This is an optimization exercise on Yosys and OpenROAD, whose aim is small area, a short achievable clock period and few clock cycles, not a production implementation. RTL that was checked went through simulation tests only; none was proved equivalent to the original. No activity file was given, so power comes from the tool's default toggle rates.

== lane 1 ==
==> flow/design.v <==
module reg_file (
	input			clk,
	input			rst,
	input			we,
	input	[2:0]	wa,
	input	[15:0]	wd,
	input	[7:1]	s1,
	output	[15:0]	rd1,
	input	[7:1]	s2,
	output	[15:0]	rd2
);
reg [15:0] R [1:7];
wire [15:0] wdz = rst ? 16'd0 : wd;
genvar i;
generate for (i = 1; i < 8; i = i + 1) begin : g
	always @(posedge clk)
		if (rst || (we && wa == i)) R[i] <= wdz;
end endgenerate
assign rd1 = ({16{s1[1]}} & R[1]) | ({16{s1[2]}} & R[2]) | ({16{s1[3]}} & R[3])
           | ({16{s1[4]}} & R[4]) | ({16{s1[5]}} & R[5]) | ({16{s1[6]}} & R[6])
           | ({16{s1[7]}} & R[7]);
assign rd2 = ({16{s2[1]}} & R[1]) | ({16{s2[2]}} & R[2]) | ({16{s2[3]}} & R[3])
           | ({16{s2[4]}} & R[4]) | ({16{s2[5]}} & R[5]) | ({16{s2[6]}} & R[6])
           | ({16{s2[7]}} & R[7]);
endmodule
module alu (
	input	[15:0]	a,
	input	[15:0]	b2,		 
	input	[15:0]	imm,
	input			bp,
	input			bn,
	input			bi,
	input			sub,
	input			s_add,		 
	input			s_and,
	input			s_or,
	input			s_xor,
	input			s_sll,
	input			s_sra,
	input			s_srl,
	output	[15:0]	r
);
wire [15:0] bx = ({16{bp}} & b2) | ({16{bn}} & ~b2) | ({16{bi}} & imm);
wire [15:0] g0 = a & bx;
wire [15:0] p0 = a ^ bx;
wire [15:0] g [0:4];
wire [15:0] p [0:4];
assign g[0] = {g0[15:1], g0[0] | (p0[0] & sub)};
assign p[0] = p0;
genvar l, i;
generate for (l = 0; l < 4; l = l + 1) begin : lv
	for (i = 0; i < 16; i = i + 1) begin : bt
		if (i >= (1 << l)) begin : c
			assign g[l+1][i] = g[l][i] | (p[l][i] & g[l][i - (1 << l)]);
			assign p[l+1][i] = p[l][i] & p[l][i - (1 << l)];
		end else begin : n
			assign g[l+1][i] = g[l][i];
			assign p[l+1][i] = p[l][i];
		end
	end
end endgenerate
wire [15:0] cin = {g[4][14:0], sub};
wire big = |b2[15:4];
wire [15:0] ar;
generate for (i = 0; i < 16; i = i + 1) begin : rv
	assign ar[i] = a[15-i];
end endgenerate
wire fill = s_sra & a[15];
wire [15:0] sin = s_sll ? ar : a;
wire signed [16:0] sx = {fill, sin};
wire [16:0] sr = sx >>> b2[3:0];
wire [15:0] sh = big ? {16{fill}} : sr[15:0];
wire [15:0] shl;
generate for (i = 0; i < 16; i = i + 1) begin : rv2
	assign shl[i] = sh[15-i];
end endgenerate
wire [15:0] other = ({16{s_and}} & (a & b2))
                  | ({16{s_or}}  & (a | b2))
                  | ({16{s_xor}} & (a ^ b2))
                  | ({16{s_sll}} & shl)
                  | ({16{s_sra | s_srl}} & sh);
wire [15:0] r0 = s_add ? p0 : other;
wire [15:0] r1 = s_add ? ~p0 : other;
assign r = (cin & r1) | (~cin & r0);
endmodule
module MIPS (
	input				clk,
	input				rst,
	output	[7:0]		imem_addr,
	input		[15:0]	imem_rdata,
	output	[15:0]	dmem_addr,
	output	[15:0]	dmem_wdata,
	output				dmem_we,
	input		[15:0]	dmem_rdata
);
reg  [7:1]	s1, s2;		 
reg			f1, f2;		 
reg			e_imm;		 
reg			e_bp;		 
reg  [5:0]	e_i6;		 
reg			e_sub, e_add, e_and, e_or, e_xor, e_sll, e_sra, e_srl;
reg			e_st, e_ld, e_wr, e_br;	 
reg  [2:0]	e_rd;
reg  [7:0]	e_tgt;		 
reg  [15:0]	res;
reg  [15:0]	sd;
reg			mwe, wbe, mld;
reg  [2:0]	mrd;
reg  [7:0]	pc;
wire [7:0]	pc1 = pc + 8'd1;
assign imem_addr = pc;
wire [15:0]	ins = imem_rdata;
wire [3:0]	op  = ins[15:12];
wire [2:0]	rd  = ins[11:9];
wire [2:0]	rs1 = ins[8:6];
wire [2:0]	rs2 = ins[5:3];
wire [7:0]	tgt = pc1 + {{2{ins[5]}}, ins[5:0]};
wire d_alu  = (op >= 4'd1) && (op <= 4'd8);
wire d_addi = op == 4'd9;
wire d_ld   = op == 4'd10;
wire d_st   = op == 4'd11;
wire d_br   = op == 4'd12;
wire d_use1 = d_alu | d_addi | d_ld | d_st | d_br;
wire d_use2 = d_alu | d_st;
wire rd_nz  = rd != 3'd0;
wire d_wr   = (d_alu | d_addi | d_ld) & rd_nz;
wire br0    = d_br & (rs1 == 3'd0);
wire [2:0]	ra2 = d_st ? rd : rs2;
wire e_fw   = e_wr & !e_ld;
wire m1     = d_use1 && (rs1 == e_rd);
wire m2     = d_use2 && (ra2 == e_rd);
wire [7:0]	oh1 = d_use1 ? (8'd1 << rs1) : 8'd0;
wire [7:0]	oh2 = d_use2 ? (8'd1 << ra2) : 8'd0;
wire [15:0]	r1, r2;
wire [15:0]	wd = mld ? dmem_rdata : res;
reg_file rf (.clk(clk), .rst(rst), .we(wbe), .wa(mrd), .wd(wd),
	.s1(s1), .rd1(r1), .s2(s2), .rd2(r2));
wire [15:0]	a  = r1 | ({16{f1}} & res);
wire [15:0]	b2 = r2 | ({16{f2}} & res);
wire [15:0]	r;
alu alu_u (.a(a), .b2(b2), .imm({{10{e_i6[5]}}, e_i6}), .bp(e_bp), .bn(e_sub), .bi(e_imm),
	.sub(e_sub), .s_add(e_add), .s_and(e_and), .s_or(e_or),
	.s_xor(e_xor), .s_sll(e_sll), .s_sra(e_sra), .s_srl(e_srl), .r(r));
wire stall = (m1 || m2) && e_ld;
wire taken = e_br && (a == 16'd0);
wire kill  = rst || taken || stall;	 
always @(posedge clk) begin
	if (rst)
		pc <= 8'd0;
	else if (taken)
		pc <= e_tgt;
	else if (!stall)
		pc <= br0 ? tgt : pc1;
end
always @(posedge clk) begin
	if (kill) begin
		s1 <= 7'd0; s2 <= 7'd0; f1 <= 1'b0; f2 <= 1'b0;
		e_sub <= 1'b0; e_bp <= 1'b0; e_add <= 1'b0; e_and <= 1'b0; e_or <= 1'b0; e_xor <= 1'b0;
		e_sll <= 1'b0; e_sra <= 1'b0; e_srl <= 1'b0;
		e_st <= 1'b0; e_ld <= 1'b0; e_wr <= 1'b0; e_br <= 1'b0;
	end else begin
		f1 <= m1 && e_fw;
		f2 <= m2 && e_fw;
		s1 <= (m1 && e_fw) ? 7'd0 : oh1[7:1];
		s2 <= (m2 && e_fw) ? 7'd0 : oh2[7:1];
		e_sub <= op == 4'd2;
		e_bp  <= op == 4'd1;
		e_add <= op == 4'd1 || op == 4'd2 || d_addi || d_ld || d_st;
		e_and <= op == 4'd3;
		e_or  <= op == 4'd4;
		e_xor <= op == 4'd5;
		e_sll <= op == 4'd6;
		e_sra <= op == 4'd7;
		e_srl <= op == 4'd8;
		e_st  <= d_st;
		e_ld  <= d_ld && rd_nz;
		e_wr  <= d_wr;
		e_br  <= d_br && !br0;
	end
	begin
		e_imm <= d_addi | d_ld | d_st;
		e_i6  <= ins[5:0];
		e_rd  <= rd;
		e_tgt <= tgt;
	end
end
always @(posedge clk) begin
	if (rst) begin
		mwe <= 1'b0;
		wbe <= 1'b0;
		mld <= 1'b0;
	end else begin
		mwe <= e_st;
		wbe <= e_wr;
		mld <= e_ld;
	end
	res <= r;
	sd  <= b2;
	mrd <= e_rd;
end
assign dmem_addr  = res;
assign dmem_wdata = sd;
assign dmem_we    = mwe;
endmodule
Settings: LEC_CHECK=0, CAP_MARGIN=20, CORE_MARGIN=2, CORE_UTILIZATION=40, PLACE_DENSITY=0.6, SETUP_SLACK_MARGIN=5, SLEW_MARGIN=20; clock period 8.0 ns.
standard.sh (not shown) runs the stock make flow with config.mk's settings and CLKGATE_MAP_FILE= SYNTH_SCRIPT=/design/flow/synth_recipe.tcl, a recipe that flattens the netlist after the stock synthesis.
==> flow/flow/run.sh <==
#!/bin/bash
# The standard layout, with plain buffers (not delay cells) on the ports.
set -euo pipefail
bash standard.sh BUFFER_PORTS_ARGS="-buffer_cell sky130_fd_sc_hd__buf_2" finish > standard.log 2>&1
## Diff of input files: lane 2 against lane 1
--- a/flow/design.v
+++ b/flow/design.v
@@ -31,14 +31,14 @@
 	input			bn,
 	input			bi,
 	input			sub,
-	input			s_add,		 
 	input			s_and,
 	input			s_or,
 	input			s_xor,
 	input			s_sll,
 	input			s_sra,
 	input			s_srl,
-	output	[15:0]	r
+	output	[15:0]	sum,		 
+	output	[15:0]	other		 
 );
 wire [15:0] bx = ({16{bp}} & b2) | ({16{bn}} & ~b2) | ({16{bi}} & imm);
 wire [15:0] g0 = a & bx;
@@ -74,14 +74,12 @@
 generate for (i = 0; i < 16; i = i + 1) begin : rv2
 	assign shl[i] = sh[15-i];
 end endgenerate
-wire [15:0] other = ({16{s_and}} & (a & b2))
+assign other = ({16{s_and}} & (a & b2))
                   | ({16{s_or}}  & (a | b2))
                   | ({16{s_xor}} & (a ^ b2))
                   | ({16{s_sll}} & shl)
                   | ({16{s_sra | s_srl}} & sh);
-wire [15:0] r0 = s_add ? p0 : other;
-wire [15:0] r1 = s_add ? ~p0 : other;
-assign r = (cin & r1) | (~cin & r0);
+assign sum = p0 ^ cin;
 endmodule
 module MIPS (
 	input				clk,
@@ -102,7 +100,10 @@
 reg			e_st, e_ld, e_wr, e_br;	 
 reg  [2:0]	e_rd;
 reg  [7:0]	e_tgt;		 
-reg  [15:0]	res;
+reg  [15:0]	res_s;		 
+reg  [15:0]	res_o;		 
+reg			m_add;		 
+wire [15:0]	res = m_add ? res_s : res_o;
 reg  [15:0]	sd;
 reg			mwe, wbe, mld;
 reg  [2:0]	mrd;
@@ -137,10 +138,10 @@
 	.s1(s1), .rd1(r1), .s2(s2), .rd2(r2));
 wire [15:0]	a  = r1 | ({16{f1}} & res);
 wire [15:0]	b2 = r2 | ({16{f2}} & res);
-wire [15:0]	r;
+wire [15:0]	sum, other;
 alu alu_u (.a(a), .b2(b2), .imm({{10{e_i6[5]}}, e_i6}), .bp(e_bp), .bn(e_sub), .bi(e_imm),
-	.sub(e_sub), .s_add(e_add), .s_and(e_and), .s_or(e_or),
-	.s_xor(e_xor), .s_sll(e_sll), .s_sra(e_sra), .s_srl(e_srl), .r(r));
+	.sub(e_sub), .s_and(e_and), .s_or(e_or),
+	.s_xor(e_xor), .s_sll(e_sll), .s_sra(e_sra), .s_srl(e_srl), .sum(sum), .other(other));
 wire stall = (m1 || m2) && e_ld;
 wire taken = e_br && (a == 16'd0);
 wire kill  = rst || taken || stall;	 
@@ -154,29 +155,26 @@
 end
 always @(posedge clk) begin
 	if (kill) begin
-		s1 <= 7'd0; s2 <= 7'd0; f1 <= 1'b0; f2 <= 1'b0;
-		e_sub <= 1'b0; e_bp <= 1'b0; e_add <= 1'b0; e_and <= 1'b0; e_or <= 1'b0; e_xor <= 1'b0;
-		e_sll <= 1'b0; e_sra <= 1'b0; e_srl <= 1'b0;
 		e_st <= 1'b0; e_ld <= 1'b0; e_wr <= 1'b0; e_br <= 1'b0;
 	end else begin
-		f1 <= m1 && e_fw;
-		f2 <= m2 && e_fw;
-		s1 <= (m1 && e_fw) ? 7'd0 : oh1[7:1];
-		s2 <= (m2 && e_fw) ? 7'd0 : oh2[7:1];
-		e_sub <= op == 4'd2;
-		e_bp  <= op == 4'd1;
-		e_add <= op == 4'd1 || op == 4'd2 || d_addi || d_ld || d_st;
-		e_and <= op == 4'd3;
-		e_or  <= op == 4'd4;
-		e_xor <= op == 4'd5;
-		e_sll <= op == 4'd6;
-		e_sra <= op == 4'd7;
-		e_srl <= op == 4'd8;
 		e_st  <= d_st;
 		e_ld  <= d_ld && rd_nz;
 		e_wr  <= d_wr;
 		e_br  <= d_br && !br0;
 	end
+	f1 <= m1 && e_fw;
+	f2 <= m2 && e_fw;
+	s1 <= (m1 && e_fw) ? 7'd0 : oh1[7:1];
+	s2 <= (m2 && e_fw) ? 7'd0 : oh2[7:1];
+	e_sub <= op == 4'd2;
+	e_bp  <= op == 4'd1;
+	e_add <= op == 4'd1 || op == 4'd2 || d_addi || d_ld || d_st;
+	e_and <= op == 4'd3;
+	e_or  <= op == 4'd4;
+	e_xor <= op == 4'd5;
+	e_sll <= op == 4'd6;
+	e_sra <= op == 4'd7;
+	e_srl <= op == 4'd8;
 	begin
 		e_imm <= d_addi | d_ld | d_st;
 		e_i6  <= ins[5:0];
@@ -194,11 +192,13 @@
 		wbe <= e_wr;
 		mld <= e_ld;
 	end
-	res <= r;
+	res_s <= sum;
+	res_o <= other;
+	m_add <= e_add;
 	sd  <= b2;
 	mrd <= e_rd;
 end
-assign dmem_addr  = res;
+assign dmem_addr  = res_s;
 assign dmem_wdata = sd;
 assign dmem_we    = mwe;
 endmodule
## What came out
Delta(worst-case hold slack, lane 2 - lane 1) < 0. Flip-flop and latch count grows by a little under 10% when moving from lane 1 to lane 2. Summed instance area of the synthesized netlist is higher on lane 2. Sequential cell area in the final layout, lane 2 and lane 1: larger value in lane 2. When lane 2 is set beside lane 1, its clock buffer count from CTS turns out to be 3 larger. Taking lane 1 as the reference, in lane 2 total non-filler cell area in the finished layout up 2.9%, slack of the critical path up 0.23 ns, pin slew with the least headroom to its limit up 0.14 ns. Lower die outline height goes to lane 1 over lane 2. Compared with lane 1, in lane 2 total via count in the routed design higher; power higher.
Testbench counts of lane 2, summed over its fixed seeds: cycles 58,788.
No functional check of the RTL was part of lane 1.

== job 2244 ==
Starts from the design.v that is shown in full above.
clock: 8.0 ns
lec_check: 0
abc_area: 1
cap_margin: 20
core_margin: 2
core_utilization: 40
place_density: 0.6
setup_slack_margin: 5
slew_margin: 20
Scripts as last shown in full above: flow/flow/run.sh
### job 2244 -> job 9969
--- a/flow/design.v
+++ b/flow/design.v
@@ -1,7 +1,7 @@
 module reg_file (
 	input			clk,
-	input			rst,
+	input			clr,
 	input			we,
 	input	[2:0]	wa,
 	input	[15:0]	wd,
 	input	[7:1]	s1,
@@ -9,13 +9,13 @@
 	input	[7:1]	s2,
 	output	[15:0]	rd2
 );
 reg [15:0] R [1:7];
-wire [15:0] wdz = rst ? 16'd0 : wd;
+wire [15:0] wdz = clr ? 16'd0 : wd;
 genvar i;
 generate for (i = 1; i < 8; i = i + 1) begin : g
 	always @(posedge clk)
-		if (rst || (we && wa == i)) R[i] <= wdz;
+		if (clr || (we && wa == i)) R[i] <= wdz;
 end endgenerate
 assign rd1 = ({16{s1[1]}} & R[1]) | ({16{s1[2]}} & R[2]) | ({16{s1[3]}} & R[3])
            | ({16{s1[4]}} & R[4]) | ({16{s1[5]}} & R[5]) | ({16{s1[6]}} & R[6])
            | ({16{s1[7]}} & R[7]);
@@ -49,11 +49,11 @@
 assign p[0] = p0;
 genvar l, i;
 generate for (l = 0; l < 4; l = l + 1) begin : lv
 	for (i = 0; i < 16; i = i + 1) begin : bt
-		if (i >= (1 << l)) begin : c
-			assign g[l+1][i] = g[l][i] | (p[l][i] & g[l][i - (1 << l)]);
-			assign p[l+1][i] = p[l][i] & p[l][i - (1 << l)];
+		if ((i >> l) & 1) begin : c
+			assign g[l+1][i] = g[l][i] | (p[l][i] & g[l][((i >> l) << l) - 1]);
+			assign p[l+1][i] = p[l][i] & p[l][((i >> l) << l) - 1];
 		end else begin : n
 			assign g[l+1][i] = g[l][i];
 			assign p[l+1][i] = p[l][i];
 		end
@@ -100,9 +100,8 @@
 reg  [5:0]	e_i6;		 
 reg			e_sub, e_add, e_and, e_or, e_xor, e_sll, e_sra, e_srl;
 reg			e_st, e_ld, e_wr, e_br;	 
 reg  [2:0]	e_rd;
-reg  [7:0]	e_tgt;		 
 reg  [15:0]	res;
 reg  [15:0]	sd;
 reg			mwe, wbe, mld;
 reg  [2:0]	mrd;
@@ -132,57 +131,56 @@
 wire [7:0]	oh1 = d_use1 ? (8'd1 << rs1) : 8'd0;
 wire [7:0]	oh2 = d_use2 ? (8'd1 << ra2) : 8'd0;
 wire [15:0]	r1, r2;
 wire [15:0]	wd = mld ? dmem_rdata : res;
-reg_file rf (.clk(clk), .rst(rst), .we(wbe), .wa(mrd), .wd(wd),
+reg			rf_clr;
+always @(posedge clk) rf_clr <= rst;
+reg_file rf (.clk(clk), .clr(rf_clr), .we(wbe), .wa(mrd), .wd(wd),
 	.s1(s1), .rd1(r1), .s2(s2), .rd2(r2));
 wire [15:0]	a  = r1 | ({16{f1}} & res);
 wire [15:0]	b2 = r2 | ({16{f2}} & res);
 wire [15:0]	r;
 alu alu_u (.a(a), .b2(b2), .imm({{10{e_i6[5]}}, e_i6}), .bp(e_bp), .bn(e_sub), .bi(e_imm),
 	.sub(e_sub), .s_add(e_add), .s_and(e_and), .s_or(e_or),
 	.s_xor(e_xor), .s_sll(e_sll), .s_sra(e_sra), .s_srl(e_srl), .r(r));
 wire stall = (m1 || m2) && e_ld;
+wire [7:0]	e_tgt = pc + {{2{e_i6[5]}}, e_i6};
 wire taken = e_br && (a == 16'd0);
 wire kill  = rst || taken || stall;	 
 always @(posedge clk) begin
 	if (rst)
 		pc <= 8'd0;
 	else if (taken)
-		pc <= e_tgt;
+		pc <= e_tgt;	 
 	else if (!stall)
 		pc <= br0 ? tgt : pc1;
 end
 always @(posedge clk) begin
 	if (kill) begin
-		s1 <= 7'd0; s2 <= 7'd0; f1 <= 1'b0; f2 <= 1'b0;
-		e_sub <= 1'b0; e_bp <= 1'b0; e_add <= 1'b0; e_and <= 1'b0; e_or <= 1'b0; e_xor <= 1'b0;
-		e_sll <= 1'b0; e_sra <= 1'b0; e_srl <= 1'b0;
 		e_st <= 1'b0; e_ld <= 1'b0; e_wr <= 1'b0; e_br <= 1'b0;
 	end else begin
-		f1 <= m1 && e_fw;
-		f2 <= m2 && e_fw;
-		s1 <= (m1 && e_fw) ? 7'd0 : oh1[7:1];
-		s2 <= (m2 && e_fw) ? 7'd0 : oh2[7:1];
-		e_sub <= op == 4'd2;
-		e_bp  <= op == 4'd1;
-		e_add <= op == 4'd1 || op == 4'd2 || d_addi || d_ld || d_st;
-		e_and <= op == 4'd3;
-		e_or  <= op == 4'd4;
-		e_xor <= op == 4'd5;
-		e_sll <= op == 4'd6;
-		e_sra <= op == 4'd7;
-		e_srl <= op == 4'd8;
 		e_st  <= d_st;
 		e_ld  <= d_ld && rd_nz;
 		e_wr  <= d_wr;
 		e_br  <= d_br && !br0;
 	end
+	f1 <= m1 && e_fw;
+	f2 <= m2 && e_fw;
+	s1 <= (m1 && e_fw) ? 7'd0 : oh1[7:1];
+	s2 <= (m2 && e_fw) ? 7'd0 : oh2[7:1];
+	e_sub <= op == 4'd2;
+	e_bp  <= op == 4'd1;
+	e_add <= op == 4'd1 || op == 4'd2 || d_addi || d_ld || d_st;
+	e_and <= op == 4'd3;
+	e_or  <= op == 4'd4;
+	e_xor <= op == 4'd5;
+	e_sll <= op == 4'd6;
+	e_sra <= op == 4'd7;
+	e_srl <= op == 4'd8;
 	begin
 		e_imm <= d_addi | d_ld | d_st;
 		e_i6  <= ins[5:0];
 		e_rd  <= rd;
-		e_tgt <= tgt;
 	end
 end
 always @(posedge clk) begin
 	if (rst) begin
### Flow results
Diff job 2244 -> job 9969: hold slack now sits lower, initial antenna violation count now sits higher.
On width of the die, job 2244 and job 9969 are basically level.
Compare job 2244 and job 9969 | level count of the clock H-tree higher: job 9969
Compare job 2244 and job 9969 | global-route usage higher: job 2244
Testbench counts of job 9969, summed over its fixed seeds: cycles 58,788.
No functional check of the RTL was part of job 2244.

[afterwards: timing with drivers on the ports]
The results above use ideal ports. As a check the final layouts listed here were re-extracted and re-timed, cells and wires unchanged.
Step 1, drivers: a clkbuf_16 drives clk and a buf_2 each remaining input, both assumed.
Step 2 moves the port delays by t, midway between the first and last clock arrival at a register: inputs arrive t later, outputs are due t later. That takes back most of the time a late clock gives input paths.
Slacks: no drivers / after step 1 / after step 2; pairs: no drivers / after step 1.
run | t, ns | slack for setup (ns) | worst setup path at the end | latest minus earliest clock arrival (ns)
lane 1 | 0.553 | 4.317 / 4.317 / 4.317 | register to register | 0.019 / 0.020
lane 2 | 0.589 | 4.547 / 4.547 / 4.243 | input to register | 0.014 / 0.014
job 2244 | 0.581 | 5.059 / 5.071 / 4.514 | input to register | 0.019 / 0.019
job 9969 | 0.496 | 5.049 / 5.051 / 4.585 | input to register | 0.023 / 0.023
After both steps every run listed still meets setup and hold. For job 2244, which loses most, drivers alone change the setup slack by +0.012 ns; drivers and shift together by -0.545 ns.
